This is an optimization exercise on Yosys and OpenROAD, whose aim is small area, not a production implementation. The RTL was checked by simulation tests, not by an equivalence proof against the original design. Power is estimated from default activity; no workload was simulated.

`flow/run.sh`:
```
#!/bin/bash
# Standard ORFS layout, except:
# - synthesis maps the logic with area-oriented ABC scripts (flow/abc/*.abc)
#   and without the adder cell mapping; it is run once per script and the
#   script giving the smallest cell area is kept. Registers, flattening and
#   renaming are as in the standard flow's synthesis.
# - ports get the smallest buffer, and the clock tree has no dummy loads.
set -euo pipefail
HERE=$(pwd)
export BUFFER_PORTS_ARGS="-buffer_cell sky130_fd_sc_hd__buf_1"
export CTS_ARGS="-sink_clustering_enable -repair_clock_nets -sink_clustering_size 17 -sink_clustering_max_diameter 80 -buf_list sky130_fd_sc_hd__clkbuf_8 -dont_use_dummy_load"
{ echo "source $HERE/flow/abc_hook.tcl"; cat synth_recipe.tcl; } > my_synth.tcl
STAT=orfs/reports/sky130hd/calc/base/synth_stat.txt
best=""; best_area=""
for s in flow/abc/*.abc; do
  n=$(basename $s .abc)
  export MY_ABC_SCRIPT=$HERE/$s
  bash standard.sh SYNTH_SCRIPT=$HERE/my_synth.tcl ADDER_MAP_FILE= clean_synth synth > synth_$n.log 2>&1
  a=$(awk '/Chip area for module/ {print $NF}' $STAT | tail -1)
  echo "$n $a" >> synth_areas.log
  if [ -z "$best" ] || awk -v a="$a" -v b="$best_area" 'BEGIN{exit !(a < b)}'; then best=$n; best_area=$a; fi
done
echo "best $best $best_area" >> synth_areas.log
export MY_ABC_SCRIPT=$HERE/flow/abc/$best.abc
bash standard.sh SYNTH_SCRIPT=$HERE/my_synth.tcl ADDER_MAP_FILE= clean_synth finish > standard.log 2>&1
```
`flow/abc/s_nfp.abc`:
```
strash
&get -n
&dch -f
&nf -R 1000 -p -F 8
&put
```
`flow/abc/t12.abc`:
```
strash
&get -n
&fraig -x
&put
scorr
dc2
dc2
strash
&get -n
&dch -f
&nf -R 1000 -p -F 8 -A 4 -C 32
&put
```
`flow/abc/t16.abc`:
```
strash
&get -n
&fraig -x
&put
scorr
dc2
dc2
dc2
dc2
strash
&get -n
&dch -f
&nf -R 1000 -p -F 8 -A 4 -C 32
&put
```
`flow/abc/t18.abc`:
```
strash
&get -n
&fraig -x
&put
scorr
dc2
dc2
balance
rewrite
refactor
dc2
strash
&get -n
&dch -f
&nf -R 1000 -p -F 8 -A 4 -C 32
&put
```
`flow/abc/t7.abc`:
```
strash
&get -n
&fraig -x
&put
scorr
dc2
strash
&get -n
&dch -f
&nf -R 1000 -p -F 8 -A 4 -C 32
&put
```
`flow/abc/t8.abc`:
```
strash
&get -n
&dch -f
&nf -R 1000 -p -F 16 -A 8 -C 32
&put
```
`flow/abc_hook.tcl`:
```
# Make every abc call use the script named by MY_ABC_SCRIPT.
proc abc {args} {
  set i [lsearch $args -script]
  if {$i >= 0} { lset args [expr {$i + 1}] $::env(MY_ABC_SCRIPT) }
  yosys abc {*}$args
}
```
`standard.sh`:
```
#!/bin/bash
# synth_recipe.tcl (not shown) runs the flow's synth.tcl, then flattens the netlist and writes it again
# the make line also repeats each setting of config.mk as NAME=value (left out here)
make -C /OpenROAD-flow-scripts/flow DESIGN_CONFIG=/design/flow/config.mk WORK_HOME=/design/flow/orfs CLKGATE_MAP_FILE= SYNTH_SCRIPT=/design/flow/synth_recipe.tcl "${@:-finish}"
```
`config.mk`:
```
export PLATFORM = sky130hd
export DESIGN_NAME = calc
export DESIGN_NICKNAME = calc
export VERILOG_FILES = /design/flow/design.v
export SDC_FILE = /design/flow/constraint.sdc
export NUM_CORES = 4
export LEC_CHECK = 0
export CAP_MARGIN = 0
export CORE_MARGIN = 2
export CORE_UTILIZATION = 80
export CTS_BUF_LIST = sky130_fd_sc_hd__clkbuf_8
export CTS_CLUSTER_DIAMETER = 80
export CTS_CLUSTER_SIZE = 17
export PLACE_DENSITY = 0.85
export SLEW_MARGIN = 0
```
`constraint.sdc`:
```
create_clock -name core_clock -period 10.0 [get_ports {clk}]
set_input_delay 2.0000 -clock core_clock [delete_from_list [all_inputs] [get_ports {clk}]]
set_output_delay 2.0000 -clock core_clock [all_outputs]
set_load 0.01 [all_outputs]
```
`design.v`:
```
`timescale 1ns / 1ps
module calc(
	input wire clk,
	input wire rst,
	input wire start_in, pause_in,
	input wire record_in, recall_mode_in,
	input wire display_mode,
	input wire[3:0] reg_address,
	output wire[3:0] anode,
	output wire[7:0] segment,
	output wire started_LED,
	output wire paused_LED,
	output wire write_LED,
	output wire mode_LED);
	reg[3:0] count;
	reg done;	 
	always @(posedge clk) begin
		if (rst) count <= 4'd0;
		else count <= count + 4'd1;
		done <= ~rst & (done | (count == 4'd15));
	end
	wire first = ~done & (count == 4'd0);	 
	wire tick4 = (count[1:0] == 2'd1);
	reg[1:0] m3;
	always @(posedge clk)
		if (rst) m3 <= 2'd0;
		else m3 <= {m3[0], ~m3[0] & ~m3[1]};
	wire tick6 = ~count[0] & m3[1];
	wire[3:0] btn = {recall_mode_in, record_in, pause_in, start_in};
	reg[3:0] pb;
	reg[2:0] dc0, dc1, dc2, dc3;
	wire[11:0] dc = {dc3, dc2, dc1, dc0};
	reg[11:0] dc_n;
	reg[3:0] pb_n;
	integer b;
	always @* begin
		dc_n = dc;
		pb_n = pb;
		for (b = 0; b < 4; b = b + 1)
			if (tick4) begin
				if (btn[b] == pb[b])
					dc_n[3*b +: 3] = 3'd0;
				else if (dc[3*b +: 3] == 3'd7) begin
					dc_n[3*b +: 3] = 3'd0;
					pb_n[b] = btn[b];
				end
				else
					dc_n[3*b +: 3] = dc[3*b +: 3] + 3'd1;
			end
	end
	always @(posedge clk)
		if (rst) begin
			pb <= 4'd0;
			{dc3, dc2, dc1, dc0} <= 12'd0;
		end
		else begin
			pb <= pb_n;
			{dc3, dc2, dc1, dc0} <= dc_n;
		end
	wire start_stop = pb[0], pause_resume = pb[1];
	wire record_recall = pb[2], recall_mode = pb[3];
	reg start_d, pause_d, record_d;
	reg started, paused;
	reg[3:0] rec_pos, dis_pos;
	wire start_rise  = start_stop & ~start_d;
	wire pause_rise  = pause_resume & ~pause_d;
	wire record_rise = record_recall & ~record_d;
	wire record_fall = ~record_recall & record_d;
	always @(posedge clk) begin
		start_d <= start_stop;
		pause_d <= pause_resume;
		if (rst) begin
			record_d <= 1'b0;
			started <= 1'b0;
			paused <= 1'b0;
			rec_pos <= 4'd0;
			dis_pos <= 4'd0;
		end
		else begin
			record_d <= record_recall;
			if (start_rise) started <= ~started;
			if (pause_rise) paused <= ~paused;
			if (record_fall) begin
				if (started) begin
					rec_pos <= rec_pos + 4'd1;
					dis_pos <= dis_pos + 4'd1;
				end
				else if (dis_pos == rec_pos)
					dis_pos <= 4'd0;
				else
					dis_pos <= dis_pos + 4'd1;
			end
		end
	end
	reg[6:0] hs;	 
	reg[5:0] sc;	 
	reg[6:0] mn;	 
	wire inc = started & ~paused & tick6;
	always @(posedge clk)
		if (~started & start_rise) begin
			hs <= 7'd0;
			sc <= 6'd0;
			mn <= 7'd0;
		end
		else if (inc) begin
			if (hs == 7'd99) begin
				hs <= 7'd0;
				if (sc == 6'd59) begin
					sc <= 6'd0;
					if (mn == 7'd99) mn <= 7'd0;
					else mn <= mn + 7'd1;
				end
				else sc <= sc + 6'd1;
			end
			else hs <= hs + 7'd1;
		end
	wire[19:0] timer = {mn, sc, hs};
	wire we = started & record_rise;
	reg pend;
	reg[1:0] pk;	 
	reg[319:0] ring;
	wire ins = pend & (rec_pos == ~count);
	always @(posedge clk) begin
		if (rst) pend <= 1'b0;
		else if (we) pend <= 1'b1;
		else if (ins) pend <= 1'b0;
		if (we) pk <= {1'b0, inc};
		else if (inc) pk <= pk + 2'd1;
	end
	wire hs_b = hs < {5'd0, pk};
	wire[6:0] hs_d = hs - {5'd0, pk};
	wire sc_b = hs_b & (sc == 6'd0);
	wire[6:0] pd_hs = hs_b ? hs_d + 7'd100 : hs_d;
	wire[5:0] pd_sc = hs_b ? ((sc == 6'd0) ? 6'd59 : sc - 6'd1) : sc;
	wire[6:0] pd_mn = sc_b ? ((mn == 7'd0) ? 7'd99 : mn - 7'd1) : mn;
	wire[19:0] pdata = {pd_mn, pd_sc, pd_hs};
	wire[19:0] ring_in = ins ? pdata : (done ? ring[319:300] : 20'd0);
	always @(posedge clk)
		ring <= {ring[299:0], ring_in};
	wire[3:0] raddr = recall_mode ? reg_address : dis_pos;
	wire[4:0] rsum = {1'b0, raddr} + {1'b0, count};
	wire cleared = done | rsum[4];
	wire bypass = pend & (rec_pos == raddr);
	wire ld = ~started & ~rst;
	wire[15:0] rsel = (ld & cleared & ~bypass) ? (16'd1 << rsum[3:0]) : 16'd0;
	wire bsel = ld & bypass;
	wire hsel = started & ~rst;
	reg[19:0] reg_out;
	reg[19:0] rd;
	integer k;
	always @* begin
		rd = ({20{bsel}} & pdata) | ({20{hsel}} & reg_out);
		for (k = 0; k < 16; k = k + 1)
			rd = rd | (ring[20*k +: 20] & {20{rsel[k]}});
	end
	always @(posedge clk)
		reg_out <= rd;
	wire reg_exceed = recall_mode & (reg_address > rec_pos);
	wire[1:0] dj = count[3:2];
	wire selmn = ~display_mode & dj[1];
	wire selhs = display_mode & ~dj[1];
	wire selsc = ~selmn & ~selhs;
	wire[6:0] pair =
		({7{started & selmn}} & mn) |
		({7{started & selsc}} & {1'b0, sc}) |
		({7{started & selhs}} & hs) |
		({7{~started & selmn}} & reg_out[19:13]) |
		({7{~started & selsc}} & {1'b0, reg_out[12:7]}) |
		({7{~started & selhs}} & reg_out[6:0]);
	wire[3:0] tens = pair / 7'd10;
	wire[3:0] ones = pair % 7'd10;
	reg[3:0] errd;
	always @*
		case (dj)
			2'd0: errd = 4'hD;
			2'd1: errd = 4'hF;
			2'd2: errd = 4'hF;
			default: errd = 4'hE;
		endcase
	wire[3:0] code_n = reg_exceed ? errd : (dj[0] ? tens : ones);
	reg[3:0] code, code2;
	always @(posedge clk) begin
		if (rst) code <= 4'd0;
		else code <= code_n;
		code2 <= code;
	end
	reg[7:0] seg7;
	always @*
		case (code2)
			4'b0000: seg7 = 8'b11000000;
			4'b0001: seg7 = 8'b11111001;
			4'b0010: seg7 = 8'b10100100;
			4'b0011: seg7 = 8'b10110000;
			4'b0100: seg7 = 8'b10011001;
			4'b0101: seg7 = 8'b10010010;
			4'b0110: seg7 = 8'b10000010;
			4'b0111: seg7 = 8'b11111000;
			4'b1000: seg7 = 8'b10000000;
			4'b1001: seg7 = 8'b10010000;
			4'b1010: seg7 = 8'b10001000;
			4'b1011: seg7 = 8'b10000011;
			4'b1100: seg7 = 8'b11000110;
			4'b1101: seg7 = 8'b01111111;
			4'b1110: seg7 = 8'b10000110;
			default: seg7 = 8'b10001101;
		endcase
	assign segment = first ? 8'hFF : seg7;
	wire[3:0] cprev = count - 4'd1;
	assign anode = first ? 4'b1111 : ~(4'b0001 << cprev[3:2]);
	assign started_LED = started;
	assign paused_LED = paused;
	assign write_LED = (started & record_recall) | start_stop;
	assign mode_LED = recall_mode;
endmodule
```
==> results.sh, run 1 <==
export IMPL_status="complete, no violations"
export IMPL_fmax_mhz=181
export IMPL_grt_max_degree=40
export IMPL_crit_slowest_cell="a222oi_1"
export IMPL_drive_above_1_share_pct=4.21
export IMPL_start_util_pct=82.1
export IMPL_grt_setup_unrepaired="false"
export IMPL_ys_types=44
export IMPL_reg2reg_to="code[2]$_SDFF_PP0_"
export IMPL_tightest_slew_ns=1.06
export IMPL_drv_cap=0
export IMPL_grt_antenna_before_repair=0
export IMPL_skew_ns=0.0565
export IMPL_clock_path_buffers=3
export IMPL_cts_setup_buffers=0
export IMPL_final_hold_violation_count=0
export IMPL_path_cells="buf_1 > nand2b_1 > nor2_1 > a222oi_1 > nand2_1 > nand4_1 > nor2b_1 > a31oi_1 > nor2b_1 > o21ai_0 > xor2_1 > nor2_1 > clkinv_1 > a21boi_0 > xnor2_1 > nor2_1 > nor2_1 > or2_0 > nor2b_1 > xnor2_1 > nor2_1 > a211oi_1 > nor2_1"
export IMPL_postCtsHoldBufs=0
export IMPL_drv_slew=0
export IMPL_yosysSeqAreaShare_pct=66.0
export IMPL_fill_cells=725
export IMPL_clk_pin_slew_ns=0.11
export IMPL_slowest_delay_ns=0.50
export IMPL_remaining_drc_errors=0
export IMPL_critPathBufInv=2
export IMPL_async_reset_ff_share_pct=0
export IMPL_die_x_um=129
export IMPL_worstSkewPairLatency_ns=0.60
export IMPL_r2r_cells=23
export IMPL_critPathKind="input pin to register"
export IMPL_cp_end_kind="register"
export IMPL_post_route_period_util_pct=55.4
export IMPL_finalSetupTns_ns=0
export IMPL_ioPinCount=27
export IMPL_io_buffers=26
export IMPL_netlist_area_um2=12500
export IMPL_rrSetupSlack_ns=5.15
export IMPL_synth_edf_count=1
export IMPL_relSlewSlack_pct=29.0
export IMPL_vias=9715
export IMPL_coreArea_um2=15200
export IMPL_grt_usage_pct=40.5
export IMPL_grt_overflow_total=0
export IMPL_cp_data_required_time_ns=10.48
export IMPL_dieArea_um2=16600
export IMPL_synth_fp_nets=1103
export IMPL_grt_pass1_vias=9487
export IMPL_dieHeight_um=129
export IMPL_ant_nets=0
export IMPL_grt_first_pass_wirelength_mm=51.5
export IMPL_nets=1176
export IMPL_root_buffer="clkbuf_8"
export IMPL_ys_seq_elements=411
export IMPL_numCtsBuffers=28
export IMPL_startpoint="display_mode"
export IMPL_critPathMaxFanout=7
export IMPL_yosysWarnings=1
export IMPL_setup_viol=0
export IMPL_wirelength_mm=33.9
export IMPL_wl_per_cell_um=25.1
export IMPL_area_growth_pct=6.85
export IMPL_avgSynthCellArea_um2=11.4
export IMPL_hold_path_class="register to register"
export IMPL_cp_common_cell="nor2_1"
export IMPL_syn_inst=1092
export IMPL_cts_max_level=1
export IMPL_cp_depth=23
export IMPL_fp_row_count=45
export IMPL_crit_reg2reg_launch="count[3]$_SDFF_PP0_"
export IMPL_firstDrtPassIters=9
export IMPL_critPathTopFamily="simple AND/OR/NAND/NOR gates"
export IMPL_critPathCapture="code[2]$_SDFF_PP0_"
export IMPL_vdd_drop_max_mv=0.167
export IMPL_routed_via_density=7.19
export IMPL_place_congestion=0.938
export IMPL_crit_arrival_ns=6.02
export IMPL_cts_sinks=411
export IMPL_leakage_nw=4.78
export IMPL_diodes=0
export IMPL_utilization_pct=87.7
export IMPL_synth_ff_type="dfxtp_1"
export IMPL_power_density_nw_per_um2=181
export IMPL_crit_path_start_kind="input pin"
export IMPL_dr_first_iter_drc_count=1648
export IMPL_finalCriticalPeriod_ns=5.54
export IMPL_dp_hpwl_mm=21.1
export IMPL_cts_tree="built"
export IMPL_ctsResizeCount=0
-- metrics by stage --
stage / total power, mW / setup WS, ns / cell area (um^2) / cells / hold slack [ns]
detailed placement: 1.73 / 3.96 / 12900 / 1323 / 0.337
CTS: 2.41 / 4.57 / 13300 / 1351 / 0.290
global placement: 1.72 / 4.15 / 12900 / 1323 / 0.332
finish: 2.41 / 4.46 / 13300 / 1351 / 0.293
global route: 2.47 / 3.92 / 13300 / 1351 / 0.282
floorplan: 1.71 / 4.65 / 12500 / 1092 / 0.330
-- cells in the final DEF, fill, tap and decap left out, types with 10 or more instances in the layout --
master / instances
a21oi_1: 58
a221oi_1: 14
a222oi_1: 83
a22oi_1: 45
and3_1: 16
and4_1: 10
buf_1: 25
buf_4: 17
clkbuf_8: 28
clkinv_1: 15
dfxtp_1: 410
nand2_1: 78
nand2b_1: 19
nand3_1: 21
nand4_1: 15
nor2_1: 86
nor2b_1: 15
nor3_1: 38
o21ai_0: 45
or2_0: 10
xnor2_1: 27
xor2_1: 11
-- cells by family after synthesis --
logic type | count (synthesis) | synth area share (%)
adder cells (fa/ha/maj) | 3 | 0.241
AO/OA/AOI/OAI | 292 | 17.5
buffers and inverters | 15 | 0.451
XOR/XNOR | 38 | 2.67
flip-flops | 411 | 66.0
multiplexers | 5 | 0.401
AND/OR/NAND/NOR | 328 | 12.7
-- power by group --
part	total [mW]	internal [mW]	switching (mW)	leakage (nW)
combinational	0.0439	0.0150	0.0289	1.27
sequential	1.65	1.64	0.00611	3.31
clock	0.720	0.251	0.469	0.201
total	2.41	1.91	0.504	4.78
-- routing by layer --
layer | up-vias | track usage, % | wire length, um | share of wire [%]
met3 | 158 | 8.23 | 3970 | 12
met1 | 4606 | 51.6 | 12400 | 37
met5 | - | 0 | 0 | 0
met4 | 0 | 18.7 | 1590 | 4.7
met2 | 683 | 66.9 | 15900 | 47
li1 | 4268 | - | - | -
-- layout make-up --
class	instances	area (um^2)	share of cell area [%]
clock buffer	28	385	2.89
sequential	411	8240	61.8
timing repair buffer	43	226	1.70
tap	188	235	1.76
inverter	15	56.3	0.422
multi-input combinational	666	4190	31.4
-- sequential cells by signal, summed over array words and instances, names as in the netlist, 4 cells and up --
| name | flops |
|---|---|
| code | 4 |
| count | 4 |
| dis_pos | 4 |
| hs | 7 |
| mn | 7 |
| pb | 4 |
| rec_pos | 4 |
| reg_out | 20 |
| ring | 320 |
| sc | 6 |
| seg7 | 8 |
-- worst reg2reg max path, stage by stage, from the launching register on --
cell	delay, ns
dfxtp_1	0.61
clkinv_1	0.33
nand2_1	0.18
nor2_1	0.13
a222oi_1	0.45
nand2_1	0.14
nand4_1	0.15
nor2b_1	0.06
a31oi_1	0.19
nor2b_1	0.21
o21ai_0	0.16
xor2_1	0.19
nor2_1	0.15
clkinv_1	0.12
a21boi_0	0.36
xnor2_1	0.24
nor2_1	0.09
nor2_1	0.13
or2_0	0.22
nor2b_1	0.21
xnor2_1	0.14
nor2_1	0.06
a211oi_1	0.22
nor2_1	0.06
-- Yosys cell counts (4+ instances only) --
master	instances	area, um^2
nor4_1	4	25.0
nor2_1	89	334
a21oi_1	58	290
nand2b_1	19	119
a222oi_1	83	831
xor2_1	11	96.3
nand4_1	15	93.8
nand2_1	78	293
o21ai_0	45	225
mux2i_1	5	50.1
nor2b_1	15	93.8
a211oi_1	7	52.6
or2_0	10	62.6
nand3_1	21	105
and4_1	10	87.6
a221oi_1	14	123
and2_0	5	31.3
o21a_1	7	52.6
o2111ai_1	6	52.6
or3_1	5	31.3
nor3_1	38	190
xnor2_1	27	236
and3_1	16	100
a22o_1	4	35.0
a31oi_1	4	25.0
clkinv_1	15	56.3
a22oi_1	45	338
dfxtp_1	410	8210
-- worst min path at each step --
stage                        end              start  slack, ns  cells after the start
3_3_place_gp    ring[79]$_DFF_P_   ring[59]$_DFF_P_       0.33                      0
6_report       ring[118]$_DFF_P_   ring[98]$_DFF_P_       0.29                      0
4_1_cts        ring[118]$_DFF_P_   ring[98]$_DFF_P_       0.29                      0
3_5_place_dp   ring[172]$_DFF_P_  ring[152]$_DFF_P_       0.34                      0
2_1_floorplan  ring[102]$_DFF_P_   ring[82]$_DFF_P_       0.33                      0
5_1_grt        ring[118]$_DFF_P_   ring[98]$_DFF_P_       0.28                      0
==> run 2: changes to the inputs <==
--- a/flow/run.sh
+++ b/flow/run.sh
@@ -9,5 +9,5 @@
 HERE=$(pwd)
 export BUFFER_PORTS_ARGS="-buffer_cell sky130_fd_sc_hd__buf_1"
-export CTS_ARGS="-sink_clustering_enable -repair_clock_nets -sink_clustering_size 17 -sink_clustering_max_diameter 80 -buf_list sky130_fd_sc_hd__clkbuf_8 -dont_use_dummy_load"
+export CTS_ARGS="-sink_clustering_enable -repair_clock_nets -sink_clustering_size 19 -sink_clustering_max_diameter 60 -buf_list sky130_fd_sc_hd__clkbuf_8 -dont_use_dummy_load"
 { echo "source $HERE/flow/abc_hook.tcl"; cat synth_recipe.tcl; } > my_synth.tcl
 STAT=orfs/reports/sky130hd/calc/base/synth_stat.txt
--- a/config.mk
+++ b/config.mk
@@ -10,6 +10,6 @@
 export CORE_UTILIZATION = 80
 export CTS_BUF_LIST = sky130_fd_sc_hd__clkbuf_8
-export CTS_CLUSTER_DIAMETER = 80
-export CTS_CLUSTER_SIZE = 17
+export CTS_CLUSTER_DIAMETER = 60
+export CTS_CLUSTER_SIZE = 19
 export PLACE_DENSITY = 0.85
 export SLEW_MARGIN = 0
==> results.sh, run 2 <==
export IMPL_status="complete, no violations"
export IMPL_final_common_cell="dfxtp_1"
export IMPL_die_x_um=129
export IMPL_worstSkewPairLatency_ns=0.59
export IMPL_cts_max_level=1
export IMPL_cp_end_kind="register"
export IMPL_relSlewSlack_pct=25.3
export IMPL_yosysSeqAreaShare_pct=66.0
export IMPL_grt_pass1_vias=9585
export IMPL_remaining_drc_errors=0
export IMPL_yosysWarnings=1
export IMPL_critPathMaxFanout=7
export IMPL_ctsResizeCount=0
export IMPL_dpl_cell_area_um2=12900
export IMPL_yosys_area_top_type_share_pct=65.8
export IMPL_area_growth_pct=6.52
export IMPL_coreArea_um2=15200
export IMPL_dieArea_um2=16600
export IMPL_syn_inst=1092
export IMPL_place_congestion=0.938
export IMPL_dr_first_iter_drc_count=1712
export IMPL_synth_edf_count=1
export IMPL_wl_met2_mm=16.2
export IMPL_ioPinCount=27
export IMPL_crit_path_start_kind="input pin"
export IMPL_finalPower_mw=2.38
export IMPL_crit_arrival_ns=6.01
export IMPL_dr_wl_met3_mm=4.05
export IMPL_wl_per_cell_um=25.5
export IMPL_top_register="ring"
export IMPL_drv_slew=0
export IMPL_wirelength_mm=34.4
export IMPL_vdd_drop_max_mv=0.189
export IMPL_postCtsHoldBufs=0
export IMPL_root_buffer="clkbuf_8"
export IMPL_finalCriticalPeriod_ns=5.57
export IMPL_start_util_pct=82.1
export IMPL_avgSynthCellArea_um2=11.4
export IMPL_rrSetupSlack_ns=5.13
export IMPL_cts_tree="built"
export IMPL_skew_ns=0.0345
export IMPL_fill_cells=727
export IMPL_clk_pin_slew_ns=0.11
export IMPL_drive_above_1_share_pct=3.97
export IMPL_nets=1173
export IMPL_final_cell_mix="dfxtp_1, nor2_1, a222oi_1"
export IMPL_clock_path_buffers=3
export IMPL_fmax_mhz=180
export IMPL_grt_first_pass_wirelength_mm=52.1
export IMPL_post_route_period_util_pct=55.7
export IMPL_ys_seq_elements=411
export IMPL_final_hold_violation_count=0
export IMPL_finalInstanceArea_um2=13300
export IMPL_numCtsBuffers=25
export IMPL_hold_path_class="register to register"
export IMPL_routed_via_density=7.27
export IMPL_synth_fp_nets=1103
export IMPL_fp_row_count=45
export IMPL_ys_types=44
export IMPL_grt_overflow_total=0
export IMPL_setup_viol=0
export IMPL_largest_reg_flops=320
export IMPL_synth_commonest_cells="dfxtp_1, nor2_1, a222oi_1"
export IMPL_placed_cells=1323
export IMPL_dp_hpwl_mm=21.1
export IMPL_diodes=0
export IMPL_grt_setup_unrepaired="false"
export IMPL_ant_nets=0
export IMPL_yosysMostFrequentCell="dfxtp_1"
export IMPL_synth_ff_type="dfxtp_1"
export IMPL_async_reset_ff_share_pct=0
export IMPL_power_density_nw_per_um2=179
export IMPL_netlist_top_cells_area="dfxtp_1, a222oi_1, a22oi_1, nor2_1, nand2_1"
export IMPL_netlist_area_um2=12500
export IMPL_critPathKind="input pin to register"
export IMPL_leakage_nw=4.76
export IMPL_finalSetupTns_ns=0
export IMPL_grt_max_degree=40
export IMPL_top_layer="met4"
export IMPL_met1_length_mm=12.5
export IMPL_cp_data_required_time_ns=10.44
export IMPL_whs_ns=0.347
export IMPL_tightest_slew_ns=1.12
export IMPL_layout_cells_non_filler=1348
export IMPL_drv_cap=0
export IMPL_cts_setup_buffers=0
export IMPL_firstDrtPassIters=8
export IMPL_io_buffers=26
export IMPL_yosysTopAreaCell="dfxtp_1"
export IMPL_dieHeight_um=129
export IMPL_grt_antenna_before_repair=0
export IMPL_grt_usage_pct=41.1
export IMPL_vias=9796
export IMPL_cts_sinks=411
## run 2: cell counts after synthesis
Identical to the previous run, type by type.
## run 2: final cells by class
| type | count | area (um^2) | area share [%] |
|---|---|---|---|
| sequential | 411 | 8240 | 62.0 |
| clock buffer | 25 | 344 | 2.59 |
| inverter | 15 | 56.3 | 0.424 |
| multi-input combinational | 666 | 4190 | 31.5 |
| tap | 188 | 235 | 1.77 |
| timing repair buffer | 43 | 226 | 1.70 |
## run 2: per-layer routing
layer / up-vias / global-route usage (%)
li1: 4245 / -
met1: 4687 / 51.9
met2: 704 / 67.6
met3: 160 / 9.02
met4: 0 / 19.9
met5: - / 0
## run 2: metrics by stage
stage	utilization, %	setup WS, ns
after floorplan	-	4.65
after global placement	85.2	4.15
after detailed placement	85.2	3.96
after CTS	87.4	4.54
after global routing	87.4	3.88
final	87.4	4.43
## run 2: cell families after synthesis
logic type | Yosys count | synth area share [%]
muxes | 5 | 0.401
buffers and inverters | 15 | 0.451
xor gates and xnor gates | 38 | 2.67
adders and majority gates | 3 | 0.241
AOI/OAI and AO/OA | 292 | 17.5
DFF | 411 | 66.0
and+or+nand+nor | 328 | 12.7
## run 2: final timing paths
path	start	end	cells past startpoint
worst max-delay path	display_mode	code[2]$_SDFF_PP0_	23
worst min-delay path	ring[76]$_DFF_P_	ring[96]$_DFF_P_	0
worst max register to register	count[3]$_SDFF_PP0_	code[2]$_SDFF_PP0_	23
worst min register to register	ring[76]$_DFF_P_	ring[96]$_DFF_P_	0
## run 2: worst max-delay path, stage by stage
cell and delay (ns):
buf_1 0.10, nand2b_1 0.19, nor2_1 0.41, a222oi_1 0.23, nand2_1 0.14, nand4_1 0.14, nor2b_1 0.14, a31oi_1 0.06
nor2b_1 0.17, o21ai_0 0.31, xor2_1 0.14, nor2_1 0.16, clkinv_1 0.12, a21boi_0 0.35, xnor2_1 0.24, nor2_1 0.09
nor2_1 0.13, or2_0 0.22, nor2b_1 0.20, xnor2_1 0.14, nor2_1 0.06, a211oi_1 0.22, nor2_1 0.06
## run 2: power breakdown
part	leakage, nW	internal [mW]	total (mW)	switching (mW)
clock network	0.180	0.226	0.685	0.459
logic	1.27	0.0150	0.0440	0.0290
registers	3.31	1.64	1.65	0.00606
total	4.76	1.88	2.38	0.494
==> run 3: changes to the inputs <==
--- a/design.v
+++ b/design.v
@@ -28,34 +28,14 @@
 	wire tick6 = ~count[0] & m3[1];
 	wire[3:0] btn = {recall_mode_in, record_in, pause_in, start_in};
-	reg[3:0] pb;
-	reg[2:0] dc0, dc1, dc2, dc3;
-	wire[11:0] dc = {dc3, dc2, dc1, dc0};
-	reg[11:0] dc_n;
-	reg[3:0] pb_n;
+	reg[15:0] db;
 	integer b;
-	always @* begin
-		dc_n = dc;
-		pb_n = pb;
+	always @(posedge clk)
 		for (b = 0; b < 4; b = b + 1)
-			if (tick4) begin
-				if (btn[b] == pb[b])
-					dc_n[3*b +: 3] = 3'd0;
-				else if (dc[3*b +: 3] == 3'd7) begin
-					dc_n[3*b +: 3] = 3'd0;
-					pb_n[b] = btn[b];
-				end
-				else
-					dc_n[3*b +: 3] = dc[3*b +: 3] + 3'd1;
+			if (rst) db[4*b +: 4] <= 4'd0;
+			else if (tick4) begin
+				if (btn[b] != db[4*b+3]) db[4*b +: 4] <= db[4*b +: 4] + 4'd1;
+				else db[4*b +: 3] <= 3'd0;
 			end
-	end
-	always @(posedge clk)
-		if (rst) begin
-			pb <= 4'd0;
-			{dc3, dc2, dc1, dc0} <= 12'd0;
-		end
-		else begin
-			pb <= pb_n;
-			{dc3, dc2, dc1, dc0} <= dc_n;
-		end
+	wire[3:0] pb = {db[15], db[11], db[7], db[3]};
 	wire start_stop = pb[0], pause_resume = pb[1];
 	wire record_recall = pb[2], recall_mode = pb[3];
@@ -183,5 +163,6 @@
 		if (rst) code <= 4'd0;
 		else code <= code_n;
-		code2 <= code;
+		if (rst) code2 <= 4'hA;
+		else code2 <= code;
 	end
 	reg[7:0] seg7;
@@ -198,5 +179,5 @@
 			4'b1000: seg7 = 8'b10000000;
 			4'b1001: seg7 = 8'b10010000;
-			4'b1010: seg7 = 8'b10001000;
+			4'b1010: seg7 = 8'b11111111;
 			4'b1011: seg7 = 8'b10000011;
 			4'b1100: seg7 = 8'b11000110;
@@ -205,5 +186,5 @@
 			default: seg7 = 8'b10001101;
 		endcase
-	assign segment = first ? 8'hFF : seg7;
+	assign segment = seg7;
 	wire[3:0] cprev = count - 4'd1;
 	assign anode = first ? 4'b1111 : ~(4'b0001 << cprev[3:2]);
==> results.sh, run 3 <==
export IMPL_vdd_drop_max_mv=0.202
export IMPL_grt_first_pass_wirelength_mm=53.7
export IMPL_grt_max_degree=50
export IMPL_relSlewSlack_pct=17.4
export IMPL_yosysWarnings=1
export IMPL_fp_row_count=45
export IMPL_final_common_cell="dfxtp_1"
export IMPL_cp_end_kind="register"
export IMPL_tightest_slew_ns=1.23
export IMPL_vias=9902
export IMPL_crit_path_start_kind="input pin"
export IMPL_drv_cap=0
export IMPL_wirelength_mm=35.3
export IMPL_setup_viol=0
export IMPL_power_density_nw_per_um2=180
export IMPL_setup_slack_ns=4.60
export IMPL_critPathKind="input pin to register"
export IMPL_ys_seq_elements=411
export IMPL_synth_fp_nets=1090
export IMPL_hold_path_class="register to register"
export IMPL_layout_cells_non_filler=1336
export IMPL_cts_setup_buffers=0
export IMPL_nets=1161
export IMPL_drv_slew=0
export IMPL_yosys_area_top_type_share_pct=66.0
export IMPL_post_route_period_util_pct=54.0
export IMPL_largest_reg_flops=320
export IMPL_final_cell_mix="dfxtp_1, a222oi_1, nor2_1"
export IMPL_cts_tree="built"
export IMPL_crit_arrival_ns=5.90
export IMPL_syn_inst=1079
export IMPL_async_reset_ff_share_pct=0
export IMPL_coreArea_um2=15200
export IMPL_synthAdderAreaFrac_pct=0.241
export IMPL_status="complete, no violations"
export IMPL_fill_cells=725
export IMPL_grt_overflow_total=0
export IMPL_ioPinCount=27
export IMPL_placed_cells=1311
export IMPL_whs_ns=0.327
export IMPL_skew_ns=0.0314
export IMPL_ys_types=43
export IMPL_grt_usage_pct=42.2
export IMPL_root_buffer="clkbuf_8"
export IMPL_cts_sinks=411
export IMPL_place_ws_ns=4.20
export IMPL_area_growth_pct=6.72
export IMPL_synth_compound_area_share_pct=17.6
export IMPL_routed_via_density=7.41
export IMPL_dieArea_um2=16600
export IMPL_place_congestion=0.954
export IMPL_ctsResizeCount=0
export IMPL_drive_above_1_share_pct=4.62
export IMPL_synth_edf_count=1
export IMPL_finalCriticalPeriod_ns=5.40
export IMPL_die_x_um=129
export IMPL_synth_mux_area_share_pct=0.413
export IMPL_diodes=0
export IMPL_critPathMaxFanout=11
export IMPL_grt_setup_unrepaired="false"
export IMPL_leakage_nw=4.77
export IMPL_top_register="ring"
export IMPL_grt_pass1_vias=9640
export IMPL_yosysSeqAreaShare_pct=66.3
export IMPL_clk_pin_slew_ns=0.11
export IMPL_finalSetupTns_ns=0
export IMPL_yosysMostFrequentCell="dfxtp_1"
export IMPL_dp_hpwl_mm=22.0
export IMPL_synth_top_family_by_area="compound AO/OA/AOI/OAI gates"
export IMPL_remaining_drc_errors=0
export IMPL_wl_per_cell_um=26.4
export IMPL_yosysTopAreaCell="dfxtp_1"
export IMPL_cts_max_level=1
export IMPL_finalPower_mw=2.39
export IMPL_synth_ff_type="dfxtp_1"
export IMPL_netlist_top_cells_area="dfxtp_1, a222oi_1, nor2_1, a22oi_1, nand2_1"
export IMPL_avgSynthCellArea_um2=11.5
export IMPL_synth_simple_area_share_pct=12.4
export IMPL_dr_first_iter_drc_count=1711
export IMPL_final_hold_violation_count=0
export IMPL_min_path_cells=0
export IMPL_dieHeight_um=129
export IMPL_synth_commonest_cells="dfxtp_1, nor2_1, a222oi_1"
export IMPL_start_util_pct=81.8
export IMPL_firstDrtPassIters=11
export IMPL_netlist_area_um2=12400
export IMPL_cp_data_required_time_ns=10.50
export IMPL_ant_nets=0
export IMPL_grt_antenna_before_repair=0
export IMPL_postCtsHoldBufs=0
export IMPL_r2r_cells=18
export IMPL_io_buffers=26
export IMPL_clock_path_buffers=3
export IMPL_fmax_mhz=185
export IMPL_worstSkewPairLatency_ns=0.58
export IMPL_numCtsBuffers=25
export IMPL_synth_xor_area_share_pct=2.61
## run 3: worst paths after layout
kind / from / to / slack [ns]
worst max-delay path: reg_address[1] / reg_out[18]$_DFF_P_ / 4.60
worst min-delay path: ring[224]$_DFF_P_ / ring[244]$_DFF_P_ / 0.33
worst max register to register: count[3]$_SDFF_PP0_ / code[2]$_SDFF_PP0_ / 5.34
worst min register to register: ring[224]$_DFF_P_ / ring[244]$_DFF_P_ / 0.33
## run 3: logic make-up (layout without fill, tap and decap cells)
family	after synthesis	count (layout)
compound gates	290	290
xor+xnor	37	37
buf+inv	14	83
simple gates	319	319
flops	411	411
fa+ha+maj	3	3
mux	5	5
## run 3: stage by stage
step / util, % / area [um^2]
after floorplan: - / 12400
final: 87.3 / 13300
after global placement: 85.0 / 12900
after CTS: 87.3 / 13300
after global routing: 87.3 / 13300
after detailed placement: 85.0 / 12900
## run 3: report_power, final
group,internal [mW],switching [mW]
logic,0.0145,0.0291
registers,1.64,0.00730
clock network,0.226,0.467
total,1.88,0.504
## run 3: worst max-delay path, stage by stage
cell,delay (ns)
buf_1,0.08
mux2i_1,0.28
xor2_1,0.18
o21ai_0,0.39
o21ai_0,0.22
a21oi_1,0.15
nor3_1,0.06
nor4_1,0.32
nand2b_1,0.29
nor2_1,1.01
buf_4,0.40
a222oi_1,0.16
and4_1,0.24
o2111ai_1,0.10
## run 3: layout make-up
class	count	area (um^2)	area share, %
Clock buffer	25	344	2.59
Sequential cell	411	8240	62.1
Inverter	14	52.6	0.396
Timing Repair Buffer	44	234	1.76
Tap cell	188	235	1.77
Multi-Input combinational cell	654	4170	31.4
## run 3: layer usage
layer / track usage [%] / routed length (um) / up-vias
li1: - / - / 4249
met1: 53.4 / 12800 / 4716
met2: 68.8 / 16600 / 744
met3: 8.40 / 3840 / 193
met4: 23.3 / 2060 / 0
met5: 0 / 0 / -
==> run 4: changes to the inputs <==
--- a/flow/run.sh
+++ b/flow/run.sh
@@ -9,5 +9,5 @@
 HERE=$(pwd)
 export BUFFER_PORTS_ARGS="-buffer_cell sky130_fd_sc_hd__buf_1"
-export CTS_ARGS="-sink_clustering_enable -repair_clock_nets -sink_clustering_size 19 -sink_clustering_max_diameter 60 -buf_list sky130_fd_sc_hd__clkbuf_8 -dont_use_dummy_load"
+export CTS_ARGS="-sink_clustering_enable -repair_clock_nets -sink_clustering_size 17 -sink_clustering_max_diameter 80 -buf_list sky130_fd_sc_hd__clkbuf_8 -dont_use_dummy_load"
 { echo "source $HERE/flow/abc_hook.tcl"; cat synth_recipe.tcl; } > my_synth.tcl
 STAT=orfs/reports/sky130hd/calc/base/synth_stat.txt
--- a/config.mk
+++ b/config.mk
@@ -10,6 +10,6 @@
 export CORE_UTILIZATION = 80
 export CTS_BUF_LIST = sky130_fd_sc_hd__clkbuf_8
-export CTS_CLUSTER_DIAMETER = 60
-export CTS_CLUSTER_SIZE = 19
+export CTS_CLUSTER_DIAMETER = 80
+export CTS_CLUSTER_SIZE = 17
 export PLACE_DENSITY = 0.85
 export SLEW_MARGIN = 0
==> results.sh, run 4 <==
export IMPL_coreArea_um2=15200
export IMPL_avgSynthCellArea_um2=11.5
export IMPL_async_reset_ff_share_pct=0
export IMPL_critPathKind="input pin to register"
export IMPL_clockPowerShare_pct=30.0
export IMPL_grt_usage_pct=41.4
export IMPL_largest_reg_flops=320
export IMPL_final_cell_mix="dfxtp_1, a222oi_1, nor2_1"
export IMPL_min_path_cells=0
export IMPL_final_hold_violation_count=0
export IMPL_fill_cells=721
export IMPL_reg2reg_to="code[2]$_SDFF_PP0_"
export IMPL_ant_nets=0
export IMPL_rrSetupSlack_ns=5.37
export IMPL_clock_path_buffers=3
export IMPL_dieHeight_um=129
export IMPL_drv_slew=0
export IMPL_setup_viol=0
export IMPL_power_density_nw_per_um2=182
export IMPL_switching_share_pct=21.1
export IMPL_tightest_slew_ns=1.16
export IMPL_place_congestion=0.954
export IMPL_remaining_drc_errors=0
export IMPL_p_seq_share_pct=68.2
export IMPL_place_ws_ns=4.20
export IMPL_finalInstanceArea_um2=13300
export IMPL_grt_setup_unrepaired="false"
export IMPL_yosysTopAreaCell="dfxtp_1"
export IMPL_netlist_area_um2=12400
export IMPL_r2r_cells=18
export IMPL_fp_row_count=45
export IMPL_grt_pass1_vias=9578
export IMPL_dp_hpwl_mm=22.0
export IMPL_cts_max_level=1
export IMPL_cp_data_required_time_ns=10.51
export IMPL_synth_edf_count=1
export IMPL_dpl_cell_area_um2=12900
export IMPL_ys_seq_elements=411
export IMPL_hold_path_class="register to register"
export IMPL_layout_cells_non_filler=1339
export IMPL_synth_fp_nets=1090
export IMPL_netlist_top_cells_area="dfxtp_1, a222oi_1, nor2_1, a22oi_1, nand2_1"
export IMPL_cts_sinks=411
export IMPL_crit_path_start_kind="input pin"
export IMPL_p_int_mw=1.91
export IMPL_post_route_period_util_pct=53.7
export IMPL_nets=1164
export IMPL_crit_reg2reg_launch="count[3]$_SDFF_PP0_"
export IMPL_area_growth_pct=7.05
export IMPL_yosysMostFrequentCell="dfxtp_1"
export IMPL_ctsResizeCount=0
export IMPL_cts_tree="built"
export IMPL_wirelength_mm=34.6
export IMPL_cp_end_kind="register"
export IMPL_clk_pin_slew_ns=0.10
export IMPL_vias=9764
export IMPL_grt_overflow_total=0
export IMPL_yosysSeqAreaShare_pct=66.3
export IMPL_die_x_um=129
export IMPL_finalSetupTns_ns=0
export IMPL_finalCriticalPeriod_ns=5.37
export IMPL_finalPower_mw=2.42
export IMPL_numCtsBuffers=28
export IMPL_worstHoldStart="ring[204]$_DFF_P_"
export IMPL_placed_cells=1311
export IMPL_ys_types=43
export IMPL_worstSkewPairLatency_ns=0.60
export IMPL_syn_inst=1079
export IMPL_grt_first_pass_wirelength_mm=52.6
export IMPL_setup_slack_ns=4.63
export IMPL_synth_commonest_cells="dfxtp_1, nor2_1, a222oi_1"
export IMPL_io_buffers=26
export IMPL_yosysWarnings=1
export IMPL_grt_max_degree=50
export IMPL_ioPinCount=27
export IMPL_grt_antenna_before_repair=0
export IMPL_power_switching_mw=0.510
export IMPL_power_frac_comb_pct=1.8
export IMPL_drv_cap=0
export IMPL_start_util_pct=81.8
export IMPL_leakage_nw=4.79
export IMPL_final_common_cell="dfxtp_1"
export IMPL_wl_per_cell_um=25.8
export IMPL_min_to="ring[224]$_DFF_P_"
export IMPL_synth_ff_type="dfxtp_1"
export IMPL_status="complete, no violations"
export IMPL_relSlewSlack_pct=22.3
export IMPL_vdd_drop_max_mv=0.219
export IMPL_critPathMaxFanout=11
export IMPL_routed_via_density=7.29
export IMPL_drive_above_1_share_pct=4.87
export IMPL_fmax_mhz=186
export IMPL_dr_first_iter_drc_count=1399
export IMPL_yosys_area_top_type_share_pct=66.0
export IMPL_cts_setup_buffers=0
export IMPL_firstDrtPassIters=8
export IMPL_crit_arrival_ns=5.88
export IMPL_skew_ns=0.0601
export IMPL_dieArea_um2=16600
export IMPL_root_buffer="clkbuf_8"
export IMPL_diodes=0
export IMPL_top_register="ring"
export IMPL_postCtsHoldBufs=0
run 4: cell types whose count changed in the layout (fill, tap and decap cells not counted), sizes merged:
| cell | before | now |
|---|---|---|
| clkbuf | 26 | 29 |
run 4: power groups by stage:
stage          combinational, mW  clock [mW]  sequential, mW
2_1_floorplan             0.0259           0            1.69
3_3_place_gp              0.0398           0            1.69
3_5_place_dp              0.0423           0            1.69
4_1_cts                   0.0428       0.716            1.65
5_1_grt                   0.0483       0.771            1.65
6_report                  0.0437       0.724            1.65
run 4: through the flow:
stage	utilization [%]	hold WS, ns
floorplan	-	0.330
global placement	85.0	0.331
detailed placement	85.0	0.337
CTS	87.6	0.285
global route	87.6	0.287
finish	87.6	0.287
run 4: kinds of logic after synthesis:
family                   synth area share [%]
multiplexers                            0.413
AND/OR/NAND/NOR                          12.4
AO/OA/AOI/OAI                            17.6
adder cells (fa/ha/maj)                 0.242
buffers and inverters                   0.423
flip-flops                               66.3
XOR/XNOR                                 2.61
run 4: critical path, cell delays in order:
cell and delay [ns]:
buf_1 0.08, mux2i_1 0.28, xor2_1 0.18, o21ai_0 0.39, o21ai_0 0.22, a21oi_1 0.15
nor3_1 0.07, nor4_1 0.33, nand2b_1 0.29, nor2_1 0.96, buf_4 0.41, a222oi_1 0.15
and4_1 0.25, o2111ai_1 0.12
run 4: how the worst max path moves through the flow:
| stage | start | end | slack, ns | cells past startpoint |
|---|---|---|---|---|
| CTS | reg_address[1] | reg_out[18]$_DFF_P_ | 4.78 | 14 |
| detailed placement | reg_address[1] | reg_out[18]$_DFF_P_ | 4.20 | 14 |
| global route | display_mode | code[2]$_SDFF_PP0_ | 4.27 | 20 |
| finish | reg_address[1] | reg_out[18]$_DFF_P_ | 4.63 | 14 |
| global placement | display_mode | code[2]$_SDFF_PP0_ | 4.29 | 20 |
| floorplan | display_mode | code[2]$_SDFF_PP0_ | 5.00 | 17 |
run 4: metal layers:
| metal | track usage [%] | vias to the layer above | part of all wire [%] |
|---|---|---|---|
| li1 | - | 4249 | - |
| met1 | 53.6 | 4617 | 37 |
| met2 | 67.3 | 732 | 47 |
| met3 | 7.28 | 166 | 11 |
| met4 | 21.6 | 0 | 5.1 |
| met5 | 0 | - | 0 |
run 4: cell type report:
cell class / count / area, um^2 / share of cell area (%)
Inverter: 14 / 52.6 / 0.395
Sequential cell: 411 / 8240 / 61.9
Clock buffer: 28 / 385 / 2.90
Multi-Input combinational cell: 654 / 4170 / 31.3
Timing Repair Buffer: 44 / 234 / 1.76
Tap cell: 188 / 235 / 1.77

==> separate check: timing with driven ports <==
No port has a modelled driver above. Below, the same layouts with a new extraction and two added sets of constraints. Step 1 assumes that a clkbuf_16 drives the clock port and a buf_2 every other input. Step 2 adds t to the input delays and takes it off the output delays; t is the mean of the earliest and latest rising clock arrival at the registers after step 1. Input paths then give back, and output paths get back, about the clock's delay inside the block. Slacks: ideal / step 1 / step 2; pairs: ideal / step 1.
run | t, ns | slack for setup (ns) | slew at the worst register clock pin (ns)
run 1 | 0.620 | 4.464 / 4.465 / 3.845 | 0.11 / 0.11
run 2 | 0.609 | 4.430 / 4.439 / 3.831 | 0.12 / 0.12
run 3 | 0.607 | 4.597 / 4.614 / 4.007 | 0.12 / 0.12
run 4 | 0.610 | 4.626 / 4.643 / 4.033 | 0.11 / 0.11
After both steps setup and hold are still met in every run listed. For run 1, which loses most, drivers alone change the setup slack by +0.001 ns; drivers and shift together by -0.619 ns.
